This design comes from an exercise in tuning for small area, a short achievable clock period and few clock cycles on the open sky130 flow, not from production work. Where RTL was checked, it was by simulation tests only, not by an equivalence proof against the original. No functional check of the RTL was part of run 1. The flow treats the clock pin as an ideal source. Dropping or thinning the clock tree relies on that and would not hold on a real chip. No activity file was given, so power comes from the tool's default toggle rates.

==> flow/design.v <==
package rv_pkg;
    typedef enum logic [3:0] {
        OP_AND = 4'h0,
        OP_OR  = 4'h1,
        OP_ADD = 4'h2,
        OP_SUB = 4'h6,
        OP_SLT = 4'h7,
        OP_NOR = 4'hC,
        OP_NOP = 4'hF
    } alu_operations_e;
endpackage
module cl_inv   (input a, output y);                 assign y = ~a;                    endmodule
module cl_nand2 (input a, b, output y);              assign y = ~(a & b);              endmodule
module cl_nor2  (input a, b, output y);              assign y = ~(a | b);              endmodule
module cl_xor2  (input a, b, output y);              assign y = a ^ b;                 endmodule
module cl_xnor2 (input a, b, output y);              assign y = ~(a ^ b);              endmodule
module cl_aoi21 (input a1, a2, b1, output y);        assign y = ~((a1 & a2) | b1);     endmodule
module cl_oai21 (input a1, a2, b1, output y);        assign y = ~((a1 | a2) & b1);     endmodule
module cl_mux2  (input a, b, s, output y);           assign y = s ? b : a;             endmodule
module rv_add32c (
    input  [31:0] a_i,
    input  [31:0] b_i,
    input         cin_i,
    output [31:0] s_o
);
    wire w1, w2, w3, w4, w5, w6, w7, w8, w9, w10, w11, w12, w13, w14, w15, w16, w17, w18, w19, w20, w21, w22, w23, w24, w25, w26, w27, w28, w29, w30, w31, w32, w33, w34, w35, w36, w37, w38, w39, w40, w41, w42, w43, w44, w45, w46, w47, w48, w49, w50, w51, w52, w53, w54, w55, w56, w57, w58, w59, w60, w61, w62, w63, w64, w65, w66, w67, w68, w69, w70, w71, w72, w73, w74, w75, w76, w77, w78, w79, w80, w81, w82, w83, w84, w85, w86, w87, w88, w89, w90, w91, w92, w93, w94, w95, w96, w97, w98, w99, w100, w101, w102, w103, w104, w105, w106, w107, w108, w109, w110, w111, w112, w113, w114, w115, w116, w117, w118, w119, w120, w121, w122, w123, w124, w125, w126, w127, w128, w129, w130, w131, w132, w133, w134, w135, w136, w137, w138, w139, w140, w141, w142, w143, w144, w145, w146, w147, w148, w149, w150, w151, w152, w153, w154, w155, w156, w157, w158, w159, w160, w161, w162, w163, w164, w165, w166, w167, w168, w169, w170, w171, w172, w173, w174, w175, w176, w177, w178, w179, w180, w181, w182, w183, w184, w185, w186, w187, w188, w189, w190, w191, w192, w193, w194, w195, w196, w197, w198, w199, w200, w201, w202, w203, w204, w205, w206, w207, w208, w209, w210, w211, w212, w213, w214, w215, w216, w217, w218, w219, w220, w221, w222, w223, w224, w225, w226, w227, w228, w229, w230, w231, w232, w233, w234, w235, w236, w237, w238, w239, w240, w241, w242, w243, w244, w245, w246, w247, w248, w249, w250, w251, w252, w253, w254, w255, w256, w257, w258, w259, w260, w261, w262, w263, w264, w265, w266, w267, w268, w269, w270, w271, w272, w273, w274, w275, w276, w277, w278, w279, w280, w281, w282, w283, w284, w285, w286;
    cl_inv u1 (.a(cin_i), .y(w1));
    cl_nand2 u2 (.a(a_i[0]), .b(b_i[0]), .y(w2));
    cl_nor2 u3 (.a(a_i[0]), .b(b_i[0]), .y(w3));
    cl_xor2 u4 (.a(a_i[0]), .b(b_i[0]), .y(w4));
    cl_nand2 u5 (.a(a_i[1]), .b(b_i[1]), .y(w5));
    cl_nor2 u6 (.a(a_i[1]), .b(b_i[1]), .y(w6));
    cl_xor2 u7 (.a(a_i[1]), .b(b_i[1]), .y(w7));
    cl_nand2 u8 (.a(a_i[2]), .b(b_i[2]), .y(w8));
    cl_nor2 u9 (.a(a_i[2]), .b(b_i[2]), .y(w9));
    cl_xor2 u10 (.a(a_i[2]), .b(b_i[2]), .y(w10));
    cl_nand2 u11 (.a(a_i[3]), .b(b_i[3]), .y(w11));
    cl_nor2 u12 (.a(a_i[3]), .b(b_i[3]), .y(w12));
    cl_xor2 u13 (.a(a_i[3]), .b(b_i[3]), .y(w13));
    cl_nand2 u14 (.a(a_i[4]), .b(b_i[4]), .y(w14));
    cl_nor2 u15 (.a(a_i[4]), .b(b_i[4]), .y(w15));
    cl_xor2 u16 (.a(a_i[4]), .b(b_i[4]), .y(w16));
    cl_nand2 u17 (.a(a_i[5]), .b(b_i[5]), .y(w17));
    cl_nor2 u18 (.a(a_i[5]), .b(b_i[5]), .y(w18));
    cl_xor2 u19 (.a(a_i[5]), .b(b_i[5]), .y(w19));
    cl_nand2 u20 (.a(a_i[6]), .b(b_i[6]), .y(w20));
    cl_nor2 u21 (.a(a_i[6]), .b(b_i[6]), .y(w21));
    cl_xor2 u22 (.a(a_i[6]), .b(b_i[6]), .y(w22));
    cl_nand2 u23 (.a(a_i[7]), .b(b_i[7]), .y(w23));
    cl_nor2 u24 (.a(a_i[7]), .b(b_i[7]), .y(w24));
    cl_xor2 u25 (.a(a_i[7]), .b(b_i[7]), .y(w25));
    cl_nand2 u26 (.a(a_i[8]), .b(b_i[8]), .y(w26));
    cl_nor2 u27 (.a(a_i[8]), .b(b_i[8]), .y(w27));
    cl_xor2 u28 (.a(a_i[8]), .b(b_i[8]), .y(w28));
    cl_nand2 u29 (.a(a_i[9]), .b(b_i[9]), .y(w29));
    cl_nor2 u30 (.a(a_i[9]), .b(b_i[9]), .y(w30));
    cl_xor2 u31 (.a(a_i[9]), .b(b_i[9]), .y(w31));
    cl_nand2 u32 (.a(a_i[10]), .b(b_i[10]), .y(w32));
    cl_nor2 u33 (.a(a_i[10]), .b(b_i[10]), .y(w33));
    cl_xor2 u34 (.a(a_i[10]), .b(b_i[10]), .y(w34));
    cl_nand2 u35 (.a(a_i[11]), .b(b_i[11]), .y(w35));
    cl_nor2 u36 (.a(a_i[11]), .b(b_i[11]), .y(w36));
    cl_xor2 u37 (.a(a_i[11]), .b(b_i[11]), .y(w37));
    cl_nand2 u38 (.a(a_i[12]), .b(b_i[12]), .y(w38));
    cl_nor2 u39 (.a(a_i[12]), .b(b_i[12]), .y(w39));
    cl_xor2 u40 (.a(a_i[12]), .b(b_i[12]), .y(w40));
    cl_nand2 u41 (.a(a_i[13]), .b(b_i[13]), .y(w41));
    cl_nor2 u42 (.a(a_i[13]), .b(b_i[13]), .y(w42));
    cl_xor2 u43 (.a(a_i[13]), .b(b_i[13]), .y(w43));
    cl_nand2 u44 (.a(a_i[14]), .b(b_i[14]), .y(w44));
    cl_nor2 u45 (.a(a_i[14]), .b(b_i[14]), .y(w45));
    cl_xor2 u46 (.a(a_i[14]), .b(b_i[14]), .y(w46));
    cl_nand2 u47 (.a(a_i[15]), .b(b_i[15]), .y(w47));
    cl_nor2 u48 (.a(a_i[15]), .b(b_i[15]), .y(w48));
    cl_xor2 u49 (.a(a_i[15]), .b(b_i[15]), .y(w49));
    cl_nand2 u50 (.a(a_i[16]), .b(b_i[16]), .y(w50));
    cl_nor2 u51 (.a(a_i[16]), .b(b_i[16]), .y(w51));
    cl_xor2 u52 (.a(a_i[16]), .b(b_i[16]), .y(w52));
    cl_nand2 u53 (.a(a_i[17]), .b(b_i[17]), .y(w53));
    cl_nor2 u54 (.a(a_i[17]), .b(b_i[17]), .y(w54));
    cl_xor2 u55 (.a(a_i[17]), .b(b_i[17]), .y(w55));
    cl_nand2 u56 (.a(a_i[18]), .b(b_i[18]), .y(w56));
    cl_nor2 u57 (.a(a_i[18]), .b(b_i[18]), .y(w57));
    cl_xor2 u58 (.a(a_i[18]), .b(b_i[18]), .y(w58));
    cl_nand2 u59 (.a(a_i[19]), .b(b_i[19]), .y(w59));
    cl_nor2 u60 (.a(a_i[19]), .b(b_i[19]), .y(w60));
    cl_xor2 u61 (.a(a_i[19]), .b(b_i[19]), .y(w61));
    cl_nand2 u62 (.a(a_i[20]), .b(b_i[20]), .y(w62));
    cl_nor2 u63 (.a(a_i[20]), .b(b_i[20]), .y(w63));
    cl_xor2 u64 (.a(a_i[20]), .b(b_i[20]), .y(w64));
    cl_nand2 u65 (.a(a_i[21]), .b(b_i[21]), .y(w65));
    cl_nor2 u66 (.a(a_i[21]), .b(b_i[21]), .y(w66));
    cl_xor2 u67 (.a(a_i[21]), .b(b_i[21]), .y(w67));
    cl_nand2 u68 (.a(a_i[22]), .b(b_i[22]), .y(w68));
    cl_nor2 u69 (.a(a_i[22]), .b(b_i[22]), .y(w69));
    cl_xor2 u70 (.a(a_i[22]), .b(b_i[22]), .y(w70));
    cl_nand2 u71 (.a(a_i[23]), .b(b_i[23]), .y(w71));
    cl_nor2 u72 (.a(a_i[23]), .b(b_i[23]), .y(w72));
    cl_xor2 u73 (.a(a_i[23]), .b(b_i[23]), .y(w73));
    cl_nand2 u74 (.a(a_i[24]), .b(b_i[24]), .y(w74));
    cl_nor2 u75 (.a(a_i[24]), .b(b_i[24]), .y(w75));
    cl_xor2 u76 (.a(a_i[24]), .b(b_i[24]), .y(w76));
    cl_nand2 u77 (.a(a_i[25]), .b(b_i[25]), .y(w77));
    cl_nor2 u78 (.a(a_i[25]), .b(b_i[25]), .y(w78));
    cl_xor2 u79 (.a(a_i[25]), .b(b_i[25]), .y(w79));
    cl_nand2 u80 (.a(a_i[26]), .b(b_i[26]), .y(w80));
    cl_nor2 u81 (.a(a_i[26]), .b(b_i[26]), .y(w81));
    cl_xor2 u82 (.a(a_i[26]), .b(b_i[26]), .y(w82));
    cl_nand2 u83 (.a(a_i[27]), .b(b_i[27]), .y(w83));
    cl_nor2 u84 (.a(a_i[27]), .b(b_i[27]), .y(w84));
    cl_xor2 u85 (.a(a_i[27]), .b(b_i[27]), .y(w85));
    cl_nand2 u86 (.a(a_i[28]), .b(b_i[28]), .y(w86));
    cl_nor2 u87 (.a(a_i[28]), .b(b_i[28]), .y(w87));
    cl_xor2 u88 (.a(a_i[28]), .b(b_i[28]), .y(w88));
    cl_nand2 u89 (.a(a_i[29]), .b(b_i[29]), .y(w89));
    cl_nor2 u90 (.a(a_i[29]), .b(b_i[29]), .y(w90));
    cl_xor2 u91 (.a(a_i[29]), .b(b_i[29]), .y(w91));
    cl_nand2 u92 (.a(a_i[30]), .b(b_i[30]), .y(w92));
    cl_nor2 u93 (.a(a_i[30]), .b(b_i[30]), .y(w93));
    cl_xor2 u94 (.a(a_i[30]), .b(b_i[30]), .y(w94));
    cl_nand2 u95 (.a(a_i[31]), .b(b_i[31]), .y(w95));
    cl_nor2 u96 (.a(a_i[31]), .b(b_i[31]), .y(w96));
    cl_xor2 u97 (.a(a_i[31]), .b(b_i[31]), .y(w97));
    cl_oai21 u98 (.a1(w3), .a2(w1), .b1(w2), .y(w98));
    cl_oai21 u99 (.a1(w9), .a2(w5), .b1(w8), .y(w99));
    cl_nor2 u100 (.a(w9), .b(w6), .y(w100));
    cl_oai21 u101 (.a1(w15), .a2(w11), .b1(w14), .y(w101));
    cl_nor2 u102 (.a(w15), .b(w12), .y(w102));
    cl_oai21 u103 (.a1(w21), .a2(w17), .b1(w20), .y(w103));
    cl_nor2 u104 (.a(w21), .b(w18), .y(w104));
    cl_oai21 u105 (.a1(w27), .a2(w23), .b1(w26), .y(w105));
    cl_nor2 u106 (.a(w27), .b(w24), .y(w106));
    cl_oai21 u107 (.a1(w33), .a2(w29), .b1(w32), .y(w107));
    cl_nor2 u108 (.a(w33), .b(w30), .y(w108));
    cl_oai21 u109 (.a1(w39), .a2(w35), .b1(w38), .y(w109));
    cl_nor2 u110 (.a(w39), .b(w36), .y(w110));
    cl_oai21 u111 (.a1(w45), .a2(w41), .b1(w44), .y(w111));
    cl_nor2 u112 (.a(w45), .b(w42), .y(w112));
    cl_oai21 u113 (.a1(w51), .a2(w47), .b1(w50), .y(w113));
    cl_nor2 u114 (.a(w51), .b(w48), .y(w114));
    cl_oai21 u115 (.a1(w57), .a2(w53), .b1(w56), .y(w115));
    cl_nor2 u116 (.a(w57), .b(w54), .y(w116));
    cl_oai21 u117 (.a1(w63), .a2(w59), .b1(w62), .y(w117));
    cl_nor2 u118 (.a(w63), .b(w60), .y(w118));
    cl_oai21 u119 (.a1(w69), .a2(w65), .b1(w68), .y(w119));
    cl_nor2 u120 (.a(w69), .b(w66), .y(w120));
    cl_oai21 u121 (.a1(w75), .a2(w71), .b1(w74), .y(w121));
    cl_nor2 u122 (.a(w75), .b(w72), .y(w122));
    cl_oai21 u123 (.a1(w81), .a2(w77), .b1(w80), .y(w123));
    cl_nor2 u124 (.a(w81), .b(w78), .y(w124));
    cl_oai21 u125 (.a1(w87), .a2(w83), .b1(w86), .y(w125));
    cl_nor2 u126 (.a(w87), .b(w84), .y(w126));
    cl_oai21 u127 (.a1(w93), .a2(w89), .b1(w92), .y(w127));
    cl_nor2 u128 (.a(w93), .b(w90), .y(w128));
    cl_inv u129 (.a(w98), .y(w129));
    cl_oai21 u130 (.a1(w6), .a2(w129), .b1(w5), .y(w130));
    cl_aoi21 u131 (.a1(w100), .a2(w98), .b1(w99), .y(w131));
    cl_inv u132 (.a(w101), .y(w132));
    cl_inv u133 (.a(w102), .y(w133));
    cl_oai21 u134 (.a1(w18), .a2(w132), .b1(w17), .y(w134));
    cl_nor2 u135 (.a(w18), .b(w133), .y(w135));
    cl_aoi21 u136 (.a1(w104), .a2(w101), .b1(w103), .y(w136));
    cl_nand2 u137 (.a(w104), .b(w102), .y(w137));
    cl_inv u138 (.a(w105), .y(w138));
    cl_inv u139 (.a(w106), .y(w139));
    cl_oai21 u140 (.a1(w30), .a2(w138), .b1(w29), .y(w140));
    cl_nor2 u141 (.a(w30), .b(w139), .y(w141));
    cl_aoi21 u142 (.a1(w108), .a2(w105), .b1(w107), .y(w142));
    cl_nand2 u143 (.a(w108), .b(w106), .y(w143));
    cl_inv u144 (.a(w109), .y(w144));
    cl_inv u145 (.a(w110), .y(w145));
    cl_oai21 u146 (.a1(w42), .a2(w144), .b1(w41), .y(w146));
    cl_nor2 u147 (.a(w42), .b(w145), .y(w147));
    cl_aoi21 u148 (.a1(w112), .a2(w109), .b1(w111), .y(w148));
    cl_nand2 u149 (.a(w112), .b(w110), .y(w149));
    cl_inv u150 (.a(w113), .y(w150));
    cl_inv u151 (.a(w114), .y(w151));
    cl_oai21 u152 (.a1(w54), .a2(w150), .b1(w53), .y(w152));
    cl_nor2 u153 (.a(w54), .b(w151), .y(w153));
    cl_aoi21 u154 (.a1(w116), .a2(w113), .b1(w115), .y(w154));
    cl_nand2 u155 (.a(w116), .b(w114), .y(w155));
    cl_inv u156 (.a(w117), .y(w156));
    cl_inv u157 (.a(w118), .y(w157));
    cl_oai21 u158 (.a1(w66), .a2(w156), .b1(w65), .y(w158));
    cl_nor2 u159 (.a(w66), .b(w157), .y(w159));
    cl_aoi21 u160 (.a1(w120), .a2(w117), .b1(w119), .y(w160));
    cl_nand2 u161 (.a(w120), .b(w118), .y(w161));
    cl_inv u162 (.a(w121), .y(w162));
    cl_inv u163 (.a(w122), .y(w163));
    cl_oai21 u164 (.a1(w78), .a2(w162), .b1(w77), .y(w164));
    cl_nor2 u165 (.a(w78), .b(w163), .y(w165));
    cl_aoi21 u166 (.a1(w124), .a2(w121), .b1(w123), .y(w166));
    cl_nand2 u167 (.a(w124), .b(w122), .y(w167));
    cl_inv u168 (.a(w125), .y(w168));
    cl_inv u169 (.a(w126), .y(w169));
    cl_oai21 u170 (.a1(w90), .a2(w168), .b1(w89), .y(w170));
    cl_nor2 u171 (.a(w90), .b(w169), .y(w171));
    cl_aoi21 u172 (.a1(w128), .a2(w125), .b1(w127), .y(w172));
    cl_nand2 u173 (.a(w128), .b(w126), .y(w173));
    cl_oai21 u174 (.a1(w12), .a2(w131), .b1(w11), .y(w174));
    cl_inv u175 (.a(w131), .y(w175));
    cl_aoi21 u176 (.a1(w102), .a2(w175), .b1(w101), .y(w176));
    cl_aoi21 u177 (.a1(w135), .a2(w175), .b1(w134), .y(w177));
    cl_oai21 u178 (.a1(w137), .a2(w131), .b1(w136), .y(w178));
    cl_oai21 u179 (.a1(w36), .a2(w142), .b1(w35), .y(w179));
    cl_nor2 u180 (.a(w36), .b(w143), .y(w180));
    cl_inv u181 (.a(w142), .y(w181));
    cl_inv u182 (.a(w143), .y(w182));
    cl_aoi21 u183 (.a1(w110), .a2(w181), .b1(w109), .y(w183));
    cl_nand2 u184 (.a(w110), .b(w182), .y(w184));
    cl_aoi21 u185 (.a1(w147), .a2(w181), .b1(w146), .y(w185));
    cl_nand2 u186 (.a(w147), .b(w182), .y(w186));
    cl_oai21 u187 (.a1(w149), .a2(w142), .b1(w148), .y(w187));
    cl_nor2 u188 (.a(w149), .b(w143), .y(w188));
    cl_oai21 u189 (.a1(w60), .a2(w154), .b1(w59), .y(w189));
    cl_nor2 u190 (.a(w60), .b(w155), .y(w190));
    cl_inv u191 (.a(w154), .y(w191));
    cl_inv u192 (.a(w155), .y(w192));
    cl_aoi21 u193 (.a1(w118), .a2(w191), .b1(w117), .y(w193));
    cl_nand2 u194 (.a(w118), .b(w192), .y(w194));
    cl_aoi21 u195 (.a1(w159), .a2(w191), .b1(w158), .y(w195));
    cl_nand2 u196 (.a(w159), .b(w192), .y(w196));
    cl_oai21 u197 (.a1(w161), .a2(w154), .b1(w160), .y(w197));
    cl_nor2 u198 (.a(w161), .b(w155), .y(w198));
    cl_oai21 u199 (.a1(w84), .a2(w166), .b1(w83), .y(w199));
    cl_nor2 u200 (.a(w84), .b(w167), .y(w200));
    cl_inv u201 (.a(w166), .y(w201));
    cl_inv u202 (.a(w167), .y(w202));
    cl_aoi21 u203 (.a1(w126), .a2(w201), .b1(w125), .y(w203));
    cl_nand2 u204 (.a(w126), .b(w202), .y(w204));
    cl_aoi21 u205 (.a1(w171), .a2(w201), .b1(w170), .y(w205));
    cl_nand2 u206 (.a(w171), .b(w202), .y(w206));
    cl_oai21 u207 (.a1(w173), .a2(w166), .b1(w172), .y(w207));
    cl_nor2 u208 (.a(w173), .b(w167), .y(w208));
    cl_inv u209 (.a(w178), .y(w209));
    cl_oai21 u210 (.a1(w24), .a2(w209), .b1(w23), .y(w210));
    cl_aoi21 u211 (.a1(w106), .a2(w178), .b1(w105), .y(w211));
    cl_aoi21 u212 (.a1(w141), .a2(w178), .b1(w140), .y(w212));
    cl_oai21 u213 (.a1(w143), .a2(w209), .b1(w142), .y(w213));
    cl_aoi21 u214 (.a1(w180), .a2(w178), .b1(w179), .y(w214));
    cl_oai21 u215 (.a1(w184), .a2(w209), .b1(w183), .y(w215));
    cl_oai21 u216 (.a1(w186), .a2(w209), .b1(w185), .y(w216));
    cl_aoi21 u217 (.a1(w188), .a2(w178), .b1(w187), .y(w217));
    cl_inv u218 (.a(w197), .y(w218));
    cl_inv u219 (.a(w198), .y(w219));
    cl_oai21 u220 (.a1(w72), .a2(w218), .b1(w71), .y(w220));
    cl_nor2 u221 (.a(w72), .b(w219), .y(w221));
    cl_aoi21 u222 (.a1(w122), .a2(w197), .b1(w121), .y(w222));
    cl_nand2 u223 (.a(w122), .b(w198), .y(w223));
    cl_aoi21 u224 (.a1(w165), .a2(w197), .b1(w164), .y(w224));
    cl_nand2 u225 (.a(w165), .b(w198), .y(w225));
    cl_oai21 u226 (.a1(w167), .a2(w218), .b1(w166), .y(w226));
    cl_nor2 u227 (.a(w167), .b(w219), .y(w227));
    cl_aoi21 u228 (.a1(w200), .a2(w197), .b1(w199), .y(w228));
    cl_nand2 u229 (.a(w200), .b(w198), .y(w229));
    cl_oai21 u230 (.a1(w204), .a2(w218), .b1(w203), .y(w230));
    cl_nor2 u231 (.a(w204), .b(w219), .y(w231));
    cl_oai21 u232 (.a1(w206), .a2(w218), .b1(w205), .y(w232));
    cl_nor2 u233 (.a(w206), .b(w219), .y(w233));
    cl_aoi21 u234 (.a1(w208), .a2(w197), .b1(w207), .y(w234));
    cl_nand2 u235 (.a(w208), .b(w198), .y(w235));
    cl_oai21 u236 (.a1(w48), .a2(w217), .b1(w47), .y(w236));
    cl_inv u237 (.a(w217), .y(w237));
    cl_aoi21 u238 (.a1(w114), .a2(w237), .b1(w113), .y(w238));
    cl_aoi21 u239 (.a1(w153), .a2(w237), .b1(w152), .y(w239));
    cl_oai21 u240 (.a1(w155), .a2(w217), .b1(w154), .y(w240));
    cl_aoi21 u241 (.a1(w190), .a2(w237), .b1(w189), .y(w241));
    cl_oai21 u242 (.a1(w194), .a2(w217), .b1(w193), .y(w242));
    cl_oai21 u243 (.a1(w196), .a2(w217), .b1(w195), .y(w243));
    cl_aoi21 u244 (.a1(w198), .a2(w237), .b1(w197), .y(w244));
    cl_aoi21 u245 (.a1(w221), .a2(w237), .b1(w220), .y(w245));
    cl_oai21 u246 (.a1(w223), .a2(w217), .b1(w222), .y(w246));
    cl_oai21 u247 (.a1(w225), .a2(w217), .b1(w224), .y(w247));
    cl_aoi21 u248 (.a1(w227), .a2(w237), .b1(w226), .y(w248));
    cl_oai21 u249 (.a1(w229), .a2(w217), .b1(w228), .y(w249));
    cl_aoi21 u250 (.a1(w231), .a2(w237), .b1(w230), .y(w250));
    cl_aoi21 u251 (.a1(w233), .a2(w237), .b1(w232), .y(w251));
    cl_oai21 u252 (.a1(w235), .a2(w217), .b1(w234), .y(w252));
    cl_inv u253 (.a(w252), .y(w253));
    cl_oai21 u254 (.a1(w96), .a2(w253), .b1(w95), .y(w254));
    cl_xnor2 u255 (.a(w4), .b(w1), .y(w255));
    cl_xor2 u256 (.a(w7), .b(w98), .y(w256));
    cl_xor2 u257 (.a(w10), .b(w130), .y(w257));
    cl_xnor2 u258 (.a(w13), .b(w131), .y(w258));
    cl_xor2 u259 (.a(w16), .b(w174), .y(w259));
    cl_xnor2 u260 (.a(w19), .b(w176), .y(w260));
    cl_xnor2 u261 (.a(w22), .b(w177), .y(w261));
    cl_xor2 u262 (.a(w25), .b(w178), .y(w262));
    cl_xor2 u263 (.a(w28), .b(w210), .y(w263));
    cl_xnor2 u264 (.a(w31), .b(w211), .y(w264));
    cl_xnor2 u265 (.a(w34), .b(w212), .y(w265));
    cl_xor2 u266 (.a(w37), .b(w213), .y(w266));
    cl_xnor2 u267 (.a(w40), .b(w214), .y(w267));
    cl_xor2 u268 (.a(w43), .b(w215), .y(w268));
    cl_xor2 u269 (.a(w46), .b(w216), .y(w269));
    cl_xnor2 u270 (.a(w49), .b(w217), .y(w270));
    cl_xor2 u271 (.a(w52), .b(w236), .y(w271));
    cl_xnor2 u272 (.a(w55), .b(w238), .y(w272));
    cl_xnor2 u273 (.a(w58), .b(w239), .y(w273));
    cl_xor2 u274 (.a(w61), .b(w240), .y(w274));
    cl_xnor2 u275 (.a(w64), .b(w241), .y(w275));
    cl_xor2 u276 (.a(w67), .b(w242), .y(w276));
    cl_xor2 u277 (.a(w70), .b(w243), .y(w277));
    cl_xnor2 u278 (.a(w73), .b(w244), .y(w278));
    cl_xnor2 u279 (.a(w76), .b(w245), .y(w279));
    cl_xor2 u280 (.a(w79), .b(w246), .y(w280));
    cl_xor2 u281 (.a(w82), .b(w247), .y(w281));
    cl_xnor2 u282 (.a(w85), .b(w248), .y(w282));
    cl_xor2 u283 (.a(w88), .b(w249), .y(w283));
    cl_xnor2 u284 (.a(w91), .b(w250), .y(w284));
    cl_xnor2 u285 (.a(w94), .b(w251), .y(w285));
    cl_xor2 u286 (.a(w97), .b(w252), .y(w286));
    assign s_o[0] = w255;
    assign s_o[1] = w256;
    assign s_o[2] = w257;
    assign s_o[3] = w258;
    assign s_o[4] = w259;
    assign s_o[5] = w260;
    assign s_o[6] = w261;
    assign s_o[7] = w262;
    assign s_o[8] = w263;
    assign s_o[9] = w264;
    assign s_o[10] = w265;
    assign s_o[11] = w266;
    assign s_o[12] = w267;
    assign s_o[13] = w268;
    assign s_o[14] = w269;
    assign s_o[15] = w270;
    assign s_o[16] = w271;
    assign s_o[17] = w272;
    assign s_o[18] = w273;
    assign s_o[19] = w274;
    assign s_o[20] = w275;
    assign s_o[21] = w276;
    assign s_o[22] = w277;
    assign s_o[23] = w278;
    assign s_o[24] = w279;
    assign s_o[25] = w280;
    assign s_o[26] = w281;
    assign s_o[27] = w282;
    assign s_o[28] = w283;
    assign s_o[29] = w284;
    assign s_o[30] = w285;
    assign s_o[31] = w286;
endmodule
module rv_add11 (
    input  [10:0] a_i,
    input  [10:0] b_i,
    output [10:0] s_o
);
    wire w1, w2, w3, w4, w5, w6, w7, w8, w9, w10, w11, w12, w13, w14, w15, w16, w17, w18, w19, w20, w21, w22, w23, w24, w25, w26, w27, w28, w29, w30, w31, w32, w33, w34, w35, w36, w37, w38, w39, w40, w41, w42, w43, w44, w45, w46, w47, w48, w49, w50, w51, w52, w53, w54, w55, w56, w57, w58, w59, w60, w61, w62, w63, w64, w65, w66, w67, w68, w69, w70, w71, w72, w73;
    cl_nand2 u1 (.a(a_i[0]), .b(b_i[0]), .y(w1));
    cl_xor2 u2 (.a(a_i[0]), .b(b_i[0]), .y(w2));
    cl_nand2 u3 (.a(a_i[1]), .b(b_i[1]), .y(w3));
    cl_nor2 u4 (.a(a_i[1]), .b(b_i[1]), .y(w4));
    cl_xor2 u5 (.a(a_i[1]), .b(b_i[1]), .y(w5));
    cl_nand2 u6 (.a(a_i[2]), .b(b_i[2]), .y(w6));
    cl_nor2 u7 (.a(a_i[2]), .b(b_i[2]), .y(w7));
    cl_xor2 u8 (.a(a_i[2]), .b(b_i[2]), .y(w8));
    cl_nand2 u9 (.a(a_i[3]), .b(b_i[3]), .y(w9));
    cl_nor2 u10 (.a(a_i[3]), .b(b_i[3]), .y(w10));
    cl_xor2 u11 (.a(a_i[3]), .b(b_i[3]), .y(w11));
    cl_nand2 u12 (.a(a_i[4]), .b(b_i[4]), .y(w12));
    cl_nor2 u13 (.a(a_i[4]), .b(b_i[4]), .y(w13));
    cl_xor2 u14 (.a(a_i[4]), .b(b_i[4]), .y(w14));
    cl_nand2 u15 (.a(a_i[5]), .b(b_i[5]), .y(w15));
    cl_nor2 u16 (.a(a_i[5]), .b(b_i[5]), .y(w16));
    cl_xor2 u17 (.a(a_i[5]), .b(b_i[5]), .y(w17));
    cl_nand2 u18 (.a(a_i[6]), .b(b_i[6]), .y(w18));
    cl_nor2 u19 (.a(a_i[6]), .b(b_i[6]), .y(w19));
    cl_xor2 u20 (.a(a_i[6]), .b(b_i[6]), .y(w20));
    cl_nand2 u21 (.a(a_i[7]), .b(b_i[7]), .y(w21));
    cl_nor2 u22 (.a(a_i[7]), .b(b_i[7]), .y(w22));
    cl_xor2 u23 (.a(a_i[7]), .b(b_i[7]), .y(w23));
    cl_nand2 u24 (.a(a_i[8]), .b(b_i[8]), .y(w24));
    cl_nor2 u25 (.a(a_i[8]), .b(b_i[8]), .y(w25));
    cl_xor2 u26 (.a(a_i[8]), .b(b_i[8]), .y(w26));
    cl_nand2 u27 (.a(a_i[9]), .b(b_i[9]), .y(w27));
    cl_nor2 u28 (.a(a_i[9]), .b(b_i[9]), .y(w28));
    cl_xor2 u29 (.a(a_i[9]), .b(b_i[9]), .y(w29));
    cl_nand2 u30 (.a(a_i[10]), .b(b_i[10]), .y(w30));
    cl_nor2 u31 (.a(a_i[10]), .b(b_i[10]), .y(w31));
    cl_xor2 u32 (.a(a_i[10]), .b(b_i[10]), .y(w32));
    cl_oai21 u33 (.a1(w4), .a2(w1), .b1(w3), .y(w33));
    cl_oai21 u34 (.a1(w10), .a2(w6), .b1(w9), .y(w34));
    cl_nor2 u35 (.a(w10), .b(w7), .y(w35));
    cl_oai21 u36 (.a1(w16), .a2(w12), .b1(w15), .y(w36));
    cl_nor2 u37 (.a(w16), .b(w13), .y(w37));
    cl_oai21 u38 (.a1(w22), .a2(w18), .b1(w21), .y(w38));
    cl_nor2 u39 (.a(w22), .b(w19), .y(w39));
    cl_oai21 u40 (.a1(w28), .a2(w24), .b1(w27), .y(w40));
    cl_nor2 u41 (.a(w28), .b(w25), .y(w41));
    cl_inv u42 (.a(w33), .y(w42));
    cl_oai21 u43 (.a1(w7), .a2(w42), .b1(w6), .y(w43));
    cl_aoi21 u44 (.a1(w35), .a2(w33), .b1(w34), .y(w44));
    cl_inv u45 (.a(w36), .y(w45));
    cl_inv u46 (.a(w37), .y(w46));
    cl_oai21 u47 (.a1(w19), .a2(w45), .b1(w18), .y(w47));
    cl_nor2 u48 (.a(w19), .b(w46), .y(w48));
    cl_aoi21 u49 (.a1(w39), .a2(w36), .b1(w38), .y(w49));
    cl_nand2 u50 (.a(w39), .b(w37), .y(w50));
    cl_inv u51 (.a(w40), .y(w51));
    cl_inv u52 (.a(w41), .y(w52));
    cl_oai21 u53 (.a1(w31), .a2(w51), .b1(w30), .y(w53));
    cl_nor2 u54 (.a(w31), .b(w52), .y(w54));
    cl_oai21 u55 (.a1(w13), .a2(w44), .b1(w12), .y(w55));
    cl_inv u56 (.a(w44), .y(w56));
    cl_aoi21 u57 (.a1(w37), .a2(w56), .b1(w36), .y(w57));
    cl_aoi21 u58 (.a1(w48), .a2(w56), .b1(w47), .y(w58));
    cl_oai21 u59 (.a1(w50), .a2(w44), .b1(w49), .y(w59));
    cl_inv u60 (.a(w59), .y(w60));
    cl_oai21 u61 (.a1(w25), .a2(w60), .b1(w24), .y(w61));
    cl_aoi21 u62 (.a1(w41), .a2(w59), .b1(w40), .y(w62));
    cl_aoi21 u63 (.a1(w54), .a2(w59), .b1(w53), .y(w63));
    cl_xnor2 u64 (.a(w5), .b(w1), .y(w64));
    cl_xor2 u65 (.a(w8), .b(w33), .y(w65));
    cl_xor2 u66 (.a(w11), .b(w43), .y(w66));
    cl_xnor2 u67 (.a(w14), .b(w44), .y(w67));
    cl_xor2 u68 (.a(w17), .b(w55), .y(w68));
    cl_xnor2 u69 (.a(w20), .b(w57), .y(w69));
    cl_xnor2 u70 (.a(w23), .b(w58), .y(w70));
    cl_xor2 u71 (.a(w26), .b(w59), .y(w71));
    cl_xor2 u72 (.a(w29), .b(w61), .y(w72));
    cl_xnor2 u73 (.a(w32), .b(w62), .y(w73));
    assign s_o[0] = w2;
    assign s_o[1] = w64;
    assign s_o[2] = w65;
    assign s_o[3] = w66;
    assign s_o[4] = w67;
    assign s_o[5] = w68;
    assign s_o[6] = w69;
    assign s_o[7] = w70;
    assign s_o[8] = w71;
    assign s_o[9] = w72;
    assign s_o[10] = w73;
endmodule
module rf_aoi3 (
    input  a0, b0, a1, b1, a2, b2,
    output y
);
    assign y = ~((a0 & b0) | (a1 & b1) | (a2 & b2));
endmodule
module rf_bit #(
    parameter int N = 33
) (
    input  [N-1:0] q,
    input  [N-1:0] sel,
    output         o
);
    localparam int G = (N + 2) / 3;
    logic [3*G-1:0] qq, ss;
    logic [G-1:0]   n;
    assign qq = {{(3*G-N){1'b0}}, q};
    assign ss = {{(3*G-N){1'b0}}, sel};
    for (genvar g = 0; g < G; g++) begin : g_aoi
        rf_aoi3 u_aoi (
            .a0 ( qq[3*g]   ), .b0 ( ss[3*g]   ),
            .a1 ( qq[3*g+1] ), .b1 ( ss[3*g+1] ),
            .a2 ( qq[3*g+2] ), .b2 ( ss[3*g+2] ),
            .y  ( n[g]      )
        );
    end
    assign o = ~&n;
endmodule
module regfile #(
    parameter int NA = 2,
    parameter int NB = 3
) (
    input               clk_i,
    input        [ 4:0] ra_a_i,
    input               mask_a_i,
    input        [NA-1:0]      xa_en_i,
    input        [NA-1:0][31:0] xa_i,
    output logic [31:0] rd_a_o,
    input        [ 4:0] ra_b_i,
    input               mask_b_i,
    input        [NB-1:0]      xb_en_i,
    input        [NB-1:0][31:0] xb_i,
    output logic [31:0] rd_b_o,
    input        [ 4:0] wa_i,
    input        [31:0] wd_i,
    input               we_i
);
    logic [31:0] reg_array [31:1];
    for (genvar i = 1; i < 32; i++) begin : g_reg
        always_ff @(posedge clk_i) begin
            if (we_i && (wa_i == 5'(i))) begin
                reg_array[i] <= wd_i;
            end
        end
    end
    logic [31:1] sel_a, sel_b;
    always_comb begin
        for (int i = 1; i < 32; i++) begin
            sel_a[i] = (ra_a_i == 5'(i)) & ~mask_a_i;
            sel_b[i] = (ra_b_i == 5'(i)) & ~mask_b_i;
        end
    end
    for (genvar b = 0; b < 32; b++) begin : g_bit
        logic [31:1] col;
        for (genvar i = 1; i < 32; i++) begin : g_col
            assign col[i] = reg_array[i][b];
        end
        logic [NA-1:0] xa_b;
        logic [NB-1:0] xb_b;
        for (genvar j = 0; j < NA; j++) begin : g_xa
            assign xa_b[j] = xa_i[j][b];
        end
        for (genvar j = 0; j < NB; j++) begin : g_xb
            assign xb_b[j] = xb_i[j][b];
        end
        rf_bit #(.N(31 + NA)) u_rd_a (
            .q   ( {col, xa_b}      ),
            .sel ( {sel_a, xa_en_i} ),
            .o   ( rd_a_o[b]        )
        );
        rf_bit #(.N(31 + NB)) u_rd_b (
            .q   ( {col, xb_b}      ),
            .sel ( {sel_b, xb_en_i} ),
            .o   ( rd_b_o[b]        )
        );
    end
endmodule
module rv_top (
    input               clk_i,
    input               rst_ni,
    output logic [31:0] addr_o,
    input        [31:0] instr_i,
    input        [31:0] data_i,
    output logic        data_we_o,
    output logic [31:0] data_o,
    output logic [31:0] data_addr_o
);
    logic [11:1] pc_f;           
    logic        v_d;            
    logic [31:0] ir_d;           
    logic [11:1] pc_d;           
    logic        byp_a_d;        
    logic        byp_b_d;        
    logic        imm_d;          
    logic        v_e;
    logic        wr_e, ld_e, st_e, br_e;
    logic        add_e, sub_e, and_e, or_e, lui_e;
    logic        fa_e, fb_e;     
    logic [ 4:0] rd_e;
    logic [31:0] a_e, b_e;       
    logic [11:0] simm_e;         
    logic [11:1] tgt_e;
    logic        wr_m, ld_m, st_m;
    logic [ 4:0] rd_m;
    logic [31:0] res_m, s_m;
    logic        stall_d;        
    logic        redir_e;        
    assign addr_o = {20'b0, pc_f, 1'b0};
    logic        jmp_f;
    logic [11:1] tgt_f;
    assign jmp_f = instr_i[6] & (instr_i[19:15] == instr_i[24:20]);
    rv_add11 u_tgt_f (
        .a_i ( pc_f ),
        .b_i ( {instr_i[7], instr_i[30:25], instr_i[11:8]} ),
        .s_o ( tgt_f )
    );
    logic        btb_v;
    logic [11:1] btb_pc, btb_tgt;
    logic [11:1] seq_f;
    logic        hit_f;
    logic        jmp_d;
    logic [11:1] tgt_d;
    assign seq_f = pc_f + 11'd2;
    assign hit_f = btb_v & (seq_f == btb_pc);
    always_ff @(posedge clk_i) begin
        if (!rst_ni) begin
            btb_v <= 1'b0;
        end else if (v_d && jmp_d) begin
            btb_v <= 1'b1;
        end
    end
    always_ff @(posedge clk_i) begin
        if (v_d && jmp_d) begin
            btb_pc  <= pc_d;
            btb_tgt <= tgt_d;
        end
    end
    logic [11:1] early_f;
    logic        late_f;
    always_comb begin
        if (!rst_ni)       early_f = '0;
        else if (redir_e)  early_f = tgt_e;
        else if (stall_d)  early_f = pc_d;
        else if (hit_f)    early_f = btb_tgt;
        else               early_f = seq_f;
    end
    assign late_f = rst_ni & ~redir_e & ~stall_d;
    logic        take_f;
    logic [11:1] next_f;
    assign take_f = late_f & jmp_f;
    for (genvar i = 1; i < 12; i++) begin : g_next_f
        cl_mux2 u_mux (.a(early_f[i]), .b(tgt_f[i]), .s(take_f), .y(next_f[i]));
    end
    always_ff @(posedge clk_i) begin
        pc_f <= next_f;
    end
    always_ff @(posedge clk_i) begin
        if (!rst_ni) begin
            v_d <= 1'b0;
        end else begin
            v_d <= ~redir_e & ~stall_d;
        end
    end
    always_ff @(posedge clk_i) begin
        ir_d    <= instr_i;
        pc_d    <= pc_f;
        byp_a_d <= v_e & wr_e & (rd_e == instr_i[19:15]);
        byp_b_d <= v_e & wr_e & (rd_e == instr_i[24:20]);
        imm_d   <= ~instr_i[5] | instr_i[2];              
    end
    logic [6:0] op_d;
    logic [4:0] rs1_d, rs2_d, rd_d;
    logic [2:0] f3_d;
    assign op_d  = ir_d[6:0];
    assign rd_d  = ir_d[11:7];
    assign f3_d  = ir_d[14:12];
    assign rs1_d = ir_d[19:15];
    assign rs2_d = ir_d[24:20];
    logic is_br_d, is_lui_d, is_alu_d, is_r_d, is_ld_d, is_st_d;
    assign is_br_d  = op_d[6];
    assign is_lui_d = op_d[2];
    assign is_alu_d = op_d[4];                        
    assign is_r_d   = op_d[5] & op_d[4] & ~op_d[2];
    assign is_ld_d  = ~op_d[6] & ~op_d[5] & ~op_d[4];
    assign is_st_d  = ~op_d[6] &  op_d[5] & ~op_d[4];
    logic wr_d, use1_d, use2_d;
    assign wr_d   = (is_alu_d | is_ld_d) & (rd_d != 5'd0);
    assign use1_d = ~is_lui_d;
    assign use2_d = op_d[5] & ~op_d[2];                
    logic [31:0] immb_d;
    assign immb_d = is_lui_d ? {ir_d[31:12], 12'b0} : {{20{ir_d[31]}}, ir_d[31:20]};
    logic [31:0] wb_data;
    logic [31:0] a_d, b_d;
    assign wb_data = ld_m ? data_i : res_m;
    regfile #(.NA(2), .NB(3)) u_regfile (
        .clk_i    ( clk_i                ),
        .ra_a_i   ( rs1_d                ),
        .mask_a_i ( byp_a_d              ),
        .xa_en_i  ( {byp_a_d & ld_m, byp_a_d & ~ld_m} ),
        .xa_i     ( {data_i, res_m}      ),
        .rd_a_o   ( a_d                  ),
        .ra_b_i   ( rs2_d                ),
        .mask_b_i ( byp_b_d | imm_d      ),
        .xb_en_i  ( {byp_b_d & ~imm_d & ld_m, byp_b_d & ~imm_d & ~ld_m, imm_d} ),
        .xb_i     ( {data_i, res_m, immb_d} ),
        .rd_b_o   ( b_d                  ),
        .wa_i     ( rd_m                 ),
        .wd_i     ( wb_data              ),
        .we_i     ( wr_m                 )
    );
    assign jmp_d = is_br_d & (rs1_d == rs2_d);
    assign tgt_d = pc_d + {ir_d[7], ir_d[30:25], ir_d[11:8]};
    logic hit1_e, hit2_e;
    assign hit1_e  = v_e & wr_e & (rd_e == rs1_d);
    assign hit2_e  = v_e & wr_e & (rd_e == rs2_d);
    assign stall_d = v_d & ~jmp_d & ld_e & ((use1_d & hit1_e) | (use2_d & hit2_e));
    logic b30_d, zero3_d;
    assign b30_d   = ir_d[30];
    assign zero3_d = (f3_d == 3'b000);
    always_ff @(posedge clk_i) begin
        if (!rst_ni) begin
            v_e <= 1'b0;
        end else begin
            v_e <= v_d & ~stall_d & ~redir_e;
        end
    end
    always_ff @(posedge clk_i) begin
        wr_e   <= wr_d;
        ld_e   <= is_ld_d;
        st_e   <= is_st_d;
        br_e   <= is_br_d & ~jmp_d;
        lui_e  <= is_lui_d;
        add_e  <= is_ld_d | is_st_d | (is_alu_d & ~is_lui_d & zero3_d);
        sub_e  <= is_r_d & zero3_d & b30_d;
        and_e  <= is_alu_d & ~is_lui_d & (f3_d == 3'b111) & ~b30_d;
        or_e   <= is_alu_d & ~is_lui_d & (f3_d == 3'b110) & ~b30_d;
        fa_e   <= hit1_e;
        fb_e   <= hit2_e & use2_d;
        rd_e   <= rd_d;
        a_e    <= a_d;
        b_e    <= b_d;
        simm_e <= {ir_d[31:25], ir_d[11:7]};
        tgt_e  <= tgt_d;
    end
    logic [31:0] a_x, b_x, o_x, sum_e, res_e;
    assign a_x = fa_e ? res_m : a_e;
    assign b_x = fb_e ? res_m : b_e;
    assign o_x = st_e ? {{20{simm_e[11]}}, simm_e} : b_x ^ {32{sub_e}};
    rv_add32c u_add (
        .a_i   ( a_x   ),
        .b_i   ( o_x   ),
        .cin_i ( sub_e ),
        .s_o   ( sum_e )
    );
    always_comb begin
        res_e = 32'b0;
        if (add_e)      res_e = sum_e;
        else if (and_e) res_e = a_x & b_x;
        else if (or_e)  res_e = a_x | b_x;
        else if (lui_e) res_e = b_e;
    end
    assign redir_e = v_e & br_e & (a_x == b_x);
    always_ff @(posedge clk_i) begin
        if (!rst_ni) begin
            wr_m <= 1'b0;
            st_m <= 1'b0;
        end else begin
            wr_m <= v_e & wr_e;
            st_m <= v_e & st_e;
        end
    end
    always_ff @(posedge clk_i) begin
        ld_m  <= ld_e;
        rd_m  <= rd_e;
        res_m <= res_e;
        s_m   <= b_x;
    end
    assign data_we_o   = st_m;
    assign data_addr_o = res_m;
    assign data_o      = s_m;
endmodule
==> flow/flow/run.sh <==
#!/bin/bash
# Layout flow: the standard flow (standard.sh: ORFS synthesis through
# final layout, unchanged constraints), with these settings changed:
#  - repair_timing is asked for a larger setup margin, so it keeps improving
#    paths beyond the 12 ns clock (the SDC and the clock are unchanged);
#  - clock tree synthesis clusters up to 25 flip-flops per leaf buffer and
#    inserts no dummy loads, which makes a smaller tree;
#  - flow/cts_hook.tcl removes the tree's root buffer, so the clock port
#    drives the four first-level buffers directly.
# Each tool's output goes to the ORFS logs under orfs/logs/; the make output
# goes to standard.log in this folder.
set -e
bash standard.sh \
  SETUP_SLACK_MARGIN=8.7 \
  "CTS_ARGS=-sink_clustering_enable -repair_clock_nets -dont_use_dummy_load -buf_list sky130_fd_sc_hd__clkbuf_16 -sink_clustering_size 25 -sink_clustering_max_diameter 100" \
  PRE_CTS_TCL=$PWD/flow/cts_hook.tcl \
  finish > standard.log 2>&1
==> flow/flow/cts_hook.tcl <==
rename clock_tree_synthesis orig_clock_tree_synthesis
proc clock_tree_synthesis { args } {
  orig_clock_tree_synthesis {*}$args
  set block [ord::get_db_block]
  set port [$block findBTerm clk_i]
  if { $port == "NULL" } { puts "cts_hook: no clk_i port"; return }
  set pnet [$port getNet]
  set pins [$pnet getITerms]
  if { [llength $pins] != 1 } {
    puts "cts_hook: clk_i drives [llength $pins] pins, tree left as built"
    return
  }
  set root [[lindex $pins 0] getInst]
  set onet ""
  foreach it [$root getITerms] {
    if { [$it isOutputSignal] } { set onet [$it getNet] }
  }
  if { $onet == "" || $onet == "NULL" } { puts "cts_hook: root has no output net"; return }
  set loads {}
  foreach it [$onet getITerms] {
    if { [$it getInst] != $root } { lappend loads $it }
  }
  if { [llength $loads] > 4 || [llength $loads] == 0 || [llength [$onet getBTerms]] > 0 } {
    puts "cts_hook: root [$root getName] drives [llength $loads] pins, tree left as built"
    return
  }
  foreach it $loads {
    puts "cts_hook: [[$it getInst] getName] now driven by clk_i"
    $it disconnect
    $it connect $pnet
  }
  puts "cts_hook: removed root buffer [$root getName] ([[$root getMaster] getName])"
  odb::dbInst_destroy $root
  odb::dbNet_destroy $onet
}
==> flow/standard.sh <==
#!/bin/bash
# synth_recipe.tcl (not shown) runs the flow's synth.tcl, then flattens the netlist and writes it again
# the make line also repeats each setting of config.mk as NAME=value (left out here)
make -C /OpenROAD-flow-scripts/flow DESIGN_CONFIG=/design/flow/config.mk WORK_HOME=/design/flow/orfs CLKGATE_MAP_FILE= SYNTH_SCRIPT=/design/flow/synth_recipe.tcl "${@:-finish}"
==> flow/config.mk <==
export PLATFORM = sky130hd
export DESIGN_NAME = rv_top
export DESIGN_NICKNAME = rv_top
export VERILOG_FILES = /design/flow/design.v
export SDC_FILE = /design/flow/constraint.sdc
export NUM_CORES = 8
export LEC_CHECK = 0
export CAP_MARGIN = 20
export CORE_MARGIN = 2
export CORE_UTILIZATION = 40
export SETUP_SLACK_MARGIN = 0.5
export SLEW_MARGIN = 20
export SYNTH_HIERARCHICAL = 1
export SYNTH_MINIMUM_KEEP_SIZE = 0
==> flow/constraint.sdc <==
create_clock -name core_clock -period 12.0 [get_ports {clk_i}]
set_input_delay 2.4000 -clock core_clock [delete_from_list [all_inputs] [get_ports {clk_i}]]
set_output_delay 2.4000 -clock core_clock [all_outputs]
set_load 0.01 [all_outputs]
==> results of run 1 <==
==> synth_stat cells (4+ instances only) <==
| cell | count | area [sq um] |
|---|---|---|
| dfxtp_1 | 227 | 4540 |
| a222oi_1 | 736 | 7370 |
| nor4_1 | 13 | 81.3 |
| mux2i_1 | 75 | 751 |
| nor3_1 | 22 | 110 |
| edfxtp_1 | 1014 | 30400 |
| clkbuf_1 | 50 | 188 |
| buf_2 | 10 | 50.1 |
| nor3b_1 | 5 | 37.5 |
| nand4_1 | 170 | 1060 |
| nand2b_1 | 13 | 81.3 |
| inv_1 | 111 | 417 |
| a21oi_2 | 37 | 324 |
| nor3_2 | 4 | 40.0 |
| mux2_4 | 11 | 165 |
| buf_4 | 64 | 480 |
| nand2_1 | 196 | 736 |
| nand3_1 | 49 | 245 |
| ha_1 | 75 | 938 |
| conb_1 | 33 | 124 |
| or4_1 | 4 | 30.0 |
| nor2_1 | 218 | 818 |
| or4b_1 | 5 | 50.1 |
| nand4b_1 | 5 | 43.8 |
| nor2b_1 | 14 | 87.6 |
| mux2_2 | 64 | 721 |
| o21ai_1 | 58 | 290 |
| buf_1 | 11 | 41.3 |
| a21oi_1 | 48 | 240 |
| nand4bb_1 | 9 | 101 |
| o21ai_0 | 75 | 375 |
| xnor2_1 | 53 | 464 |
| xor2_1 | 117 | 1020 |
| or3_1 | 70 | 438 |
| and3_1 | 4 | 25.0 |
==> power by group <==
part           leakage [uW]  internal (uW)  switching [uW]
Clock              0.000678            819            1310
Combinational       0.00890            452             902
Sequential           0.0111           4970             148
==> per-module statistics from Yosys, one instance, submodules excluded, a selection <==
module     flops+latches  cells inside  cell area [sq um]
rv_top               249          1152              11300
rv_add32c              0            32                240
rv_add11               0            11               82.6
cl_mux2                0             1               15.0
rf_aoi3                0             1               10.0
cl_aoi21               0             1               8.76
cl_xnor2               0             1               8.76
cl_xor2                0             1               8.76
cl_oai21               0             1               5.00
cl_inv                 0             1               3.75
cl_nand2               0             1               3.75
cl_nor2                0             1               3.75
==> stage by stage <==
stage	std cells	cell area, sq um
after floorplan	3827	53800
after global placement	5697	58200
after detailed placement	5698	58200
after CTS	5848	60900
after global routing	5866	61400
final	5867	61400
==> state kept, by name, indices dropped and copies added, names as in the netlist, 12 cells and up <==
register and cells:
res_m 32, s_m 32, b_e 32, a_e 32, ir_d 29, u_regfile.reg_array 992, simm_e 12
==> routing by layer <==
metal | GRT usage [%] | vias up | part of all wire, %
met5 | 0.890 | - | 0.085
met4 | 15.9 | 14 | 6.2
met3 | 17.6 | 911 | 19
met2 | 47.2 | 4596 | 40
met1 | 41.3 | 20900 | 34
li1 | - | 16600 | -
==> how the worst max path moves through the flow <==
stage / depth (start not counted) / end / start / slack, ps
floorplan: 5 / pc_f[10] / instr_i[15] / 8290
global placement: 6 / pc_f[1] / instr_i[15] / 7460
detailed placement: 10 / pc_f[2] / fa_e / 7480
CTS: 1 / data_addr_o[14] / res_m[14] / 8550
global route: 12 / pc_f[7] / fa_e / 8510
finish: 4 / b_e[30] / data_i[30] / 8490
==> cell families after synthesis <==
logic type / Yosys count / share of synthesized area, %
flops: 1241 / 65.6
compound gates: 974 / 16.4
simple gates: 819 / 7.81
buf+inv: 248 / 2.25
xor+xnor: 170 / 2.79
mux: 150 / 3.07
fa+ha+maj: 76 / 1.80
other cells: 33 / 0.232
==> worst max-delay path, delay by kind of cell <==
kind | cells | cell delay [ps]
buffers and inverters | 1 | 120
AND/OR/NAND/NOR | 2 | 670
AO/OA/AOI/OAI | 1 | 700
==> cell type report <==
class | instances | area [sq um] | area share, %
inverters | 111 | 420 | 0.685
repair buffers | 365 | 3360 | 5.47
multi-input cells | 2339 | 18900 | 30.7
well taps | 1755 | 2200 | 3.58
clock buffers | 55 | 1380 | 2.24
diodes | 1 | 2.50 | 0.00408
flip-flops and latches | 1241 | 35200 | 57.3
==> timing repair <==
| item | CTS | global route |
|---|---|---|
| setup buffers | 91 | 16 |
| endpoints found under the setup margin | 850 | 142 |
| pin swaps | 77 | 47 |
| hold buffers | 0 | 0 |
| gates resized for setup | 679 | 104 |
| gates cloned | 4 | 2 |
==> impl_metrics.ini, run 1 <==
[drt]
first_pass_iters = 22
wl_per_cell_um = 40.5
drt_iter0_markers = 13700
final_antenna_net_count = 0
drc_errors = 0
via_count = 43000
routed_wl_um = 238000
via_per_inst = 7.33

[flow_run]
cap_violations = 0

[cts]
clock-sinks = 1241
clkLatencyLatePin_ps = 520
clk_pin_slew_ps = 110

[global_routing]
antenna_found_initial = 11
grt_usage_pct = 33.3
grt_max_degree = 65
grt_pass1_vias = 39800
grt_pass1_wl_um = 314000
overflow = 0

[setup_path]
path_max_fanout = 3
r2r_end = a_e[12]
crit_slowest_cell = a222oi_1
slowest_delay_ps = 700
worstPathRequired_ps = 12370
path_class = input port to flip-flop
worstPathArrival_ps = 3890
worstRegToRegCells = 6
rrSetupSlack_ps = 8510
startpoint_type = input port
endpoint_kind = flip-flop
crit_chain = buf_12 -> a222oi_1 -> nand4_1 -> or3_4
worstReg2RegStart = ir_d[15]

[pwr]
total_power_uw = 8590
leakage_uw = 0.0207
irDropWorstVdd_uv = 122
powerDensity_nw_per_um2 = 140

[floorplanning]
start_util_pct = 40.4
fp.dieArea_sq_um = 136000
die_w_um = 369
io_pins = 163
rows = 133
fp.dieH_um = 369
core_area_sq_um = 132000

[timing]
skew_ps = 91.7
min_period_ps = 3510
layout_setup_ws_ps = 8490
fmax_mhz = 285
slew_headroom_pct = 25.6
worst_pin_slew_ps = 1110
whs_ps = 396
hold_viol = 0
finalMaxSlewViolations = 0
post-route-period-util_pct = 29.3
finalSetupViolCount = 0
tns_ps = 0
rsz0062_at_grt = yes

[synthesis]
postSynthAreaPerCell_sq_um = 14.4
synthArstFlopShare_pct = 0
synthFlopType = edfxtp_1
synth-seq-area-share_pct = 65.6
syn_area_sq_um = 53300
synth.distinct_cells = 61
yosysWarnings = 9
synth_edf_count = 1014
syn-instance-count = 3711
synth_seq_cells = 1241

[outcome]
status = no timing/DRC/antenna violations

[min_path]
min_from = ld_e
hold_end = ld_m
whs_path_depth = 0
hp-class = flip-flop to flip-flop

[cells_and_area]
final_common_cell = edfxtp_1
layout_common_cells = 1014 x edfxtp_1, 736 x a222oi_1, 204 x buf_4, 192 x nand2_1, 170 x nand4_1
fillerInstances = 11500
final_core_util_pct = 46.5
nNetsFinal = 4255
area_growth_pct = 15.2
final_layout_size_suffix_gt1_share_pct = 18.8

[place]
io_buffers = 138
dp_hpwl_um = 136000
post-place-ws_ps = 7480
place_congestion = 0.960
==> run 2: changes to the inputs <==
--- a/flow/design.v
+++ b/flow/design.v
@@ -468,11 +468,11 @@
 ) (
     input               clk_i,
-    input        [ 4:0] ra_a_i,
-    input               mask_a_i,
+    input        [ 3:0] lo_a_i,
+    input        [ 7:0] hi_a_i,
     input        [NA-1:0]      xa_en_i,
     input        [NA-1:0][31:0] xa_i,
     output logic [31:0] rd_a_o,
-    input        [ 4:0] ra_b_i,
-    input               mask_b_i,
+    input        [ 3:0] lo_b_i,
+    input        [ 7:0] hi_b_i,
     input        [NB-1:0]      xb_en_i,
     input        [NB-1:0][31:0] xb_i,
@@ -493,6 +493,6 @@
     always_comb begin
         for (int i = 1; i < 32; i++) begin
-            sel_a[i] = (ra_a_i == 5'(i)) & ~mask_a_i;
-            sel_b[i] = (ra_b_i == 5'(i)) & ~mask_b_i;
+            sel_a[i] = lo_a_i[i % 4] & hi_a_i[i / 4];
+            sel_b[i] = lo_b_i[i % 4] & hi_b_i[i / 4];
         end
     end
@@ -608,10 +608,24 @@
         end
     end
+    logic       byp_a_f, byp_b_f, imm_f;
+    logic [3:0] lo_a_d, lo_b_d;
+    logic [7:0] hi_a_d, hi_b_d;
+    assign byp_a_f = v_e & wr_e & (rd_e == instr_i[19:15]);
+    assign byp_b_f = v_e & wr_e & (rd_e == instr_i[24:20]);
+    assign imm_f   = ~instr_i[5] | instr_i[2];            
     always_ff @(posedge clk_i) begin
         ir_d    <= instr_i;
         pc_d    <= pc_f;
-        byp_a_d <= v_e & wr_e & (rd_e == instr_i[19:15]);
-        byp_b_d <= v_e & wr_e & (rd_e == instr_i[24:20]);
-        imm_d   <= ~instr_i[5] | instr_i[2];              
+        byp_a_d <= byp_a_f;
+        byp_b_d <= byp_b_f;
+        imm_d   <= imm_f;
+        for (int i = 0; i < 4; i++) begin
+            lo_a_d[i] <= (instr_i[16:15] == 2'(i));
+            lo_b_d[i] <= (instr_i[21:20] == 2'(i));
+        end
+        for (int i = 0; i < 8; i++) begin
+            hi_a_d[i] <= (instr_i[19:17] == 3'(i)) & ~byp_a_f;
+            hi_b_d[i] <= (instr_i[24:22] == 3'(i)) & ~byp_b_f & ~imm_f;
+        end
     end
     logic [6:0] op_d;
@@ -641,11 +655,11 @@
     regfile #(.NA(2), .NB(3)) u_regfile (
         .clk_i    ( clk_i                ),
-        .ra_a_i   ( rs1_d                ),
-        .mask_a_i ( byp_a_d              ),
+        .lo_a_i   ( lo_a_d               ),
+        .hi_a_i   ( hi_a_d               ),
         .xa_en_i  ( {byp_a_d & ld_m, byp_a_d & ~ld_m} ),
         .xa_i     ( {data_i, res_m}      ),
         .rd_a_o   ( a_d                  ),
-        .ra_b_i   ( rs2_d                ),
-        .mask_b_i ( byp_b_d | imm_d      ),
+        .lo_b_i   ( lo_b_d               ),
+        .hi_b_i   ( hi_b_d               ),
         .xb_en_i  ( {byp_b_d & ~imm_d & ld_m, byp_b_d & ~imm_d & ~ld_m, imm_d} ),
         .xb_i     ( {data_i, res_m, immb_d} ),
==> run 2 against run 1 <==
Compared with the run above:
- still clean on timing, DRC and antenna
- die area grew 1.0%
- utilization is 0.42 points lower
- first-iteration DRC count fell by 13%
- sequential share of layout area is 0.58 points higher
- clock skew shrank 34 ps
- power up 1.3%
- clock power up 2%
- non-clock buffer count shrank 22
- register-to-register slack better by 70 ps
- critical endpoint is now data_addr_o[26]
==> impl_metrics.ini, run 2 <==
[cells_and_area]
nNetsFinal = 4251
stdcell_count = 5879
final_layout_size_suffix_gt1_share_pct = 18.8
finalInstanceArea_sq_um = 61600
area_growth_pct = 14.4
top_register = u_regfile.reg_array
final_common_cell = edfxtp_1
largest_reg_flops = 992
layout_common_cells = 1014 x edfxtp_1, 736 x a222oi_1, 187 x nand2_1, 181 x buf_4, 176 x dfxtp_1

[drt]
via_per_inst = 7.16
via_count = 42100
routed_wl_um = 229000
drt_iter0_markers = 11900
final_antenna_net_count = 0
wl_per_cell_um = 39.0
first_pass_iters = 12
drc_errors = 0

[setup_path]
critical_path_buf_inv_count = 1
path_delay_family = flip-flops
path_max_fanout = 2
worstPathArrival_ps = 1130
rrSetupSlack_ps = 8580
path_class = flip-flop to primary output
worstPathRequired_ps = 9600
slowest_delay_ps = 480
crit_slowest_cell = dfxtp_4
crit_chain = buf_6
endpoint_kind = primary output
startpoint_type = flip-flop

[synthesis]
synth_commonest_cells = 1014 x edfxtp_1, 736 x a222oi_1, 251 x dfxtp_1
yosysMostFrequentCell = edfxtp_1
synth_top_area_share_pct = 56.5
yosysWarnings = 9
synth-seq-area-share_pct = 65.9
synth_seq_cells = 1265
postSynthAreaPerCell_sq_um = 14.5
yosys-top-cells-area = edfxtp_1 57%, a222oi_1 14%, dfxtp_1 9.3%, nand4_1 2.0%, xor2_1 2.0%
syn_area_sq_um = 53900
synth_edf_count = 1014
synth_largest_area_cell = edfxtp_1
syn-instance-count = 3727
synth.distinct_cells = 62
synthArstFlopShare_pct = 0
synthFlopType = edfxtp_1

[cts]
clk_pin_slew_ps = 100
clkLatencyLatePin_ps = 510
clock-sinks = 1265

[floorplanning]
rows = 134
io_pins = 163
core_area_sq_um = 134000
fp.dieArea_sq_um = 138000
start_util_pct = 40.3
fp.dieH_um = 371
die_w_um = 371

[pwr]
p_comb_share_pct = 15.6
power_frac_seq_pct = 59.7
p_sw_share_pct = 27.1
clkPwrFrac_pct = 24.8
p_int_uw = 6350
irDropWorstVdd_uv = 122
switchingPower_uw = 2360
leakage_uw = 0.0208
powerDensity_nw_per_um2 = 141

[place]
place_congestion = 0.916
post-place-ws_ps = 7300
io_buffers = 138
dp_hpwl_um = 131000
dp_cells = 5725
dpl_cell_area_sq_um = 58300

[timing]
layout_setup_ws_ps = 8470
finalMaxSlewViolations = 0
rsz0062_at_grt = yes
hold_viol = 0
finalSetupViolCount = 0
tns_ps = 0
post-route-period-util_pct = 29.4
min_period_ps = 3530
worst_pin_slew_ps = 1180
skew_ps = 57.9
slew_headroom_pct = 21.0
fmax_mhz = 284

[global_routing]
grt_pass1_wl_um = 307000
grt_pass1_vias = 39700
grt_usage_pct = 32.0
overflow = 0
antenna_found_initial = 15
grt_max_degree = 65

[flow_run]
cap_violations = 0

[min_path]
hp-class = flip-flop to flip-flop

[outcome]
status = no timing/DRC/antenna violations
==> run 2: cell count changes after synthesis, moves of 11 or more <==
cell / previous run / this run
nor2_1: 218 / 166
dfxtp_1: 227 / 251
and2_1: 3 / 67
nand3b_1: 0 / 11
==> run 2: layer usage <==
layer	up-vias	global-route usage [%]	share of wire [%]
met3	941	10.5	15
met1	20500	39.1	34
li1	16600	-	-
met4	6	19.3	7.4
met5	-	0	0.018
met2	4009	49.2	44
==> run 2: timing repair <==
action,CTS,global route
gates resized for setup,711,103
pin swaps,51,41
hold buffers,0,0
cloned,6,2
setup endpoints to repair,815,123
setup buffers,68,18
==> run 2: power by group through the flow <==
stage / clock (uW) / sequential [uW] / combinational (uW)
floorplan: 0 / 5210 / 758
CTS: 2150 / 5180 / 1260
global placement: 0 / 5310 / 1060
global route: 2290 / 5200 / 1440
finish: 2160 / 5200 / 1360
detailed placement: 0 / 5310 / 1080
==> run 2: worst paths after layout <==
check        startpoint              end  depth (start not counted)
max reg2reg        fb_e          pc_f[1]                         14
min reg2reg        ld_e             ld_m                          0
max           res_m[26]  data_addr_o[26]                          1
min                ld_e             ld_m                          0
==> run 2: stage by stage <==
| stage | util, % | total power [uW] | hold slack, ps |
|---|---|---|---|
| 6_report | 46.1 | 8710 | 351 |
| 5_1_grt | 46.1 | 8930 | 361 |
| 4_1_cts | 45.8 | 8590 | 352 |
| 3_5_place_dp | 43.7 | 6390 | 342 |
| 3_3_place_gp | 43.7 | 6370 | 337 |
| 2_1_floorplan | - | 5970 | 329 |
==> run 2: final cells by class <==
type | instances | area [sq um]
inverters | 112 | 424
well taps | 1768 | 2210
diodes | 4 | 10.0
clock buffers | 56 | 1400
fillers | 11700 | 72000
multi-input cells | 2331 | 18700
repair buffers | 343 | 3160
flip-flops and latches | 1265 | 35700
==> run 2: cells by family after synthesis <==
| logic type | Yosys count | synth area share, % |
|---|---|---|
| compound gates | 982 | 16.4 |
| buf+inv | 247 | 2.19 |
| other cells | 33 | 0.230 |
| mux | 149 | 3.03 |
| fa+ha+maj | 77 | 1.80 |
| simple gates | 804 | 7.71 |
| xor+xnor | 170 | 2.82 |
| flops | 1265 | 65.9 |
==> run 2: Yosys stat by module, one instance, submodules excluded, excerpt <==
| module | cell area, sq um | flip-flops and latches |
|---|---|---|
| rv_top | 11900 | 273 |
| rv_add32c | 240 | 0 |
| rv_add11 | 82.6 | 0 |
| cl_mux2 | 15.0 | 0 |
| rf_aoi3 | 10.0 | 0 |
| cl_aoi21 | 8.76 | 0 |
| cl_xnor2 | 8.76 | 0 |
| cl_xor2 | 8.76 | 0 |
| cl_oai21 | 5.00 | 0 |
| cl_inv | 3.75 | 0 |
| cl_nand2 | 3.75 | 0 |
| cl_nor2 | 3.75 | 0 |
Testbench counts of run 2, summed over its fixed seeds: cycles 62,844.

separate check: timing with driven ports:
No port has a modelled driver above. Below, the same layouts with a new extraction and two added sets of constraints.
Step 1, drivers: a clkbuf_16 drives clk_i and a buf_2 each remaining input, both assumed.
Step 2, shift: input delay + t, output delay - t, t = (earliest + latest rising clock arrival at the registers) / 2. This alone moves slack from input paths to output paths.
Slacks: ideal ports / drivers / drivers and shift; pairs: ideal ports / drivers.
run | t, ns | slack for setup (ns) | worst data-port slew with drivers (ns)
run 1 | 0.639 | 8.486 / 8.362 / 7.961 | 0.08
run 2 | 0.642 | 8.474 / 8.309 / 8.026 | 0.11
After both steps setup and hold are still met in every run listed. For run 1, which loses most, drivers alone change the setup slack by -0.124 ns; drivers and shift together by -0.525 ns.
